Background: an optimization exercise with open tools, aiming at small area, a short achievable clock period and few clock cycles per item. Do not read the settings as production practice. Where RTL was checked, it was by simulation tests only, not by an equivalence proof against the original. Power and IR drop assume default switching activity.

== tundra ==
==> flow/design.v <==
`timescale 1ns / 1ps
module dma_controller(
    input wire clk,
    input wire reset,
    input wire trigger,
    input wire [4:0] length,
    input wire [31:0] source_address,
    input wire [31:0] destination_add,
    input wire ARREADY,
    input wire [31:0] RDATA,
    input wire RVALID,
    input wire AWREADY,
    input wire WREADY,
    input wire BVALID,
    output reg done,
    output wire [31:0] ARADDR,
    output wire ARVALID,
    output wire RREADY,
    output wire [31:0] AWADDR,
    output wire AWVALID,
    output wire [31:0] WDATA,
    output wire WVALID,
    output wire BREADY
);
    wire [2:0] words = length[4:2];
    addr_stream ar (.clk(clk), .reset(reset), .trigger(trigger), .words(words),
                    .base(source_address), .ready(ARREADY),
                    .valid(ARVALID), .addr(ARADDR));
    addr_stream aw (.clk(clk), .reset(reset), .trigger(trigger), .words(words),
                    .base(destination_add), .ready(AWREADY),
                    .valid(AWVALID), .addr(AWADDR));
    reg [2:0] b_left;
    wire busy = |b_left;
    assign WDATA = RDATA;
    assign WVALID = RVALID & busy;
    assign RREADY = WREADY & busy;
    assign BREADY = BVALID;
    always @(posedge clk or posedge reset) begin
        if (reset) begin
            b_left <= 3'd0;
            done <= 1'b0;
        end else if (trigger) begin
            b_left <= words;
            done <= 1'b0;
        end else if (busy && BVALID) begin
            b_left <= b_left - 3'd1;
            done <= b_left == 3'd1;
        end
    end
endmodule
module addr_stream(
    input wire clk,
    input wire reset,
    input wire trigger,
    input wire [2:0] words,
    input wire [31:0] base,
    input wire ready,
    output wire valid,
    output wire [31:0] addr
);
    localparam G = 4;                       
    localparam NG = (27 + G - 1) / G;       
    reg busy;
    reg [2:0] idx;
    reg [2:0] flip_lo;
    reg [NG-1:0] carry;
    assign valid = trigger | busy;
    wire hs = valid & ready;
    wire [2:0] idx_inc = idx + 3'd1;
    wire last = idx_inc == words;
    wire step = hs & !last;                 
    always @(posedge clk or posedge reset) begin
        if (reset) begin
            idx <= 3'd0;
            busy <= 1'b0;
        end else begin
            if (hs)
                idx <= last ? 3'd0 : idx_inc;
            if (hs)
                busy <= !last;
            else if (trigger)
                busy <= 1'b1;
        end
    end
    wire [2:0] flip_inc = flip_lo ^ {addr[3] & addr[2], addr[2], 1'b1};
    wire carry_inc = carry[0] | (&addr[4:2]);
    wire [26:0] up = base[31:5];
    always @(posedge clk) begin
        if (step)
            flip_lo <= flip_inc;
        else if (!busy)
            flip_lo <= 3'd0;
    end
    reg carry0;
    always @(posedge clk) begin
        if (step)
            carry0 <= carry_inc;
        else if (!busy)
            carry0 <= 1'b0;
    end
    genvar g, k;
    generate
        for (g = 0; g < NG; g = g + 1) begin : grp
            if (g == 0) begin : first
                always @(*) carry[g] = carry0;
            end else begin : rest
                reg below;
                always @(posedge clk)
                    below <= &up[g*G-1:0];
                always @(*) carry[g] = carry0 & below;
            end
        end
    endgenerate
    assign addr[1:0] = base[1:0];           
    assign addr[4:2] = base[4:2] ^ flip_lo;
    generate
        for (k = 0; k < 27; k = k + 1) begin : bit_up
            localparam integer GB = (k / G) * G;    
            wire inner;
            if (k == GB) begin : first
                assign inner = 1'b1;
            end else begin : rest
                assign inner = &up[k-1:GB];
            end
            assign addr[5 + k] = up[k] ^ (carry[k / G] & inner);
        end
    endgenerate
endmodule
==> flow/config.mk <==
export PLATFORM = sky130hd
export DESIGN_NAME = dma_controller
export DESIGN_NICKNAME = dma_controller
export VERILOG_FILES = /design/flow/design.v
export SDC_FILE = /design/flow/constraint.sdc
export NUM_CORES = 4
export LEC_CHECK = 0
export CAP_MARGIN = 20
export CORE_MARGIN = 2
export CORE_UTILIZATION = 40
export CTS_BUF_LIST = sky130_fd_sc_hd__clkbuf_4
export SETUP_SLACK_MARGIN = 1.5
export SLEW_MARGIN = 20
==> flow/constraint.sdc <==
create_clock -name core_clock -period 4.0 [get_ports {clk}]
set_input_delay 0.8000 -clock core_clock [delete_from_list [all_inputs] [get_ports {clk}]]
set_output_delay 0.8000 -clock core_clock [all_outputs]
set_load 0.01 [all_outputs]
standard.sh (not shown) runs the stock make flow with config.mk's settings and CLKGATE_MAP_FILE= SYNTH_SCRIPT=/design/flow/synth_recipe.tcl, a recipe that flattens the netlist after the stock synthesis.
==> flow/flow/run.sh <==
#!/bin/bash
# Standard layout, but with the smallest buffer on the ports (the flow upsizes
# them where timing needs it).
set -euo pipefail
export BUFFER_PORTS_ARGS="-buffer_cell sky130_fd_sc_hd__buf_1"
bash standard.sh > standard.log 2>&1
Changes in zinc relative to tundra:
--- a/flow/design.v
+++ b/flow/design.v
@@ -93,10 +93,15 @@
     end
     reg carry0;
-    always @(posedge clk) begin
+    reg carry0_next;
+    always @(*) begin
         if (step)
-            carry0 <= carry_inc;
+            carry0_next = carry_inc;
         else if (!busy)
-            carry0 <= 1'b0;
+            carry0_next = 1'b0;
+        else
+            carry0_next = carry0;
     end
+    always @(posedge clk)
+        carry0 <= carry0_next;
     genvar g, k;
     generate
@@ -105,8 +110,8 @@
                 always @(*) carry[g] = carry0;
             end else begin : rest
-                reg below;
+                reg into;
                 always @(posedge clk)
-                    below <= &up[g*G-1:0];
-                always @(*) carry[g] = carry0 & below;
+                    into <= carry0_next & (&up[g*G-1:0]);
+                always @(*) carry[g] = into;
             end
         end
Notes after the runs:
Compared with tundra, in zinc share of total power in the clock network climbed 0.8 points, first-pass GRT wire length climbed about 0.64%.
Clock skew delta for zinc relative to tundra: 0.0048 ns higher
Sort zinc and tundra by number of buffer and inverter stages on the critical path, descending, and zinc comes first.
In summary, zinc completed successfully, with a layout that passed the timing, design-rule and antenna checks.
Compared with tundra, in zinc final instance area fell by 5.7%; headroom to the max-slew limit went down 0.16 points; via count of the first global-routing pass now smaller; maximum number of pins on one net before global-route repair lost 1.
Summary — critical path depth, zinc relative to tundra: lower, by 1.
Total power: zinc below tundra
Testbench counts of zinc, summed over its fixed seeds: cycles 5,957, words 1,889.
The RTL of tundra was laid out without a check of its function.

[afterwards: timing with drivers on the ports]
The results above use ideal ports. As a check the final layouts listed here were re-extracted and re-timed, cells and wires unchanged.
Step 1 assumes that a clkbuf_16 drives the clock port and a buf_2 every other input.
Step 2 also shifts input and output timing later by t, the mid clock arrival at the registers, as if the neighbouring blocks saw the same clock.
a / b / c = ideal ports / drivers / drivers and shift; a / b = the first two.
| run | t, ns | setup slack, ns | worst register clock-pin slew, ns |
|---|---|---|---|
| tundra | 0.344 | 1.607 / 1.581 / 1.581 | 0.10 / 0.10 |
| zinc | 0.349 | 1.670 / 1.648 / 1.525 | 0.11 / 0.11 |
After both steps setup and hold are still met in every run listed. The setup slack of zinc, which loses most, moves by -0.022 ns with the drivers and by -0.145 ns with both steps.
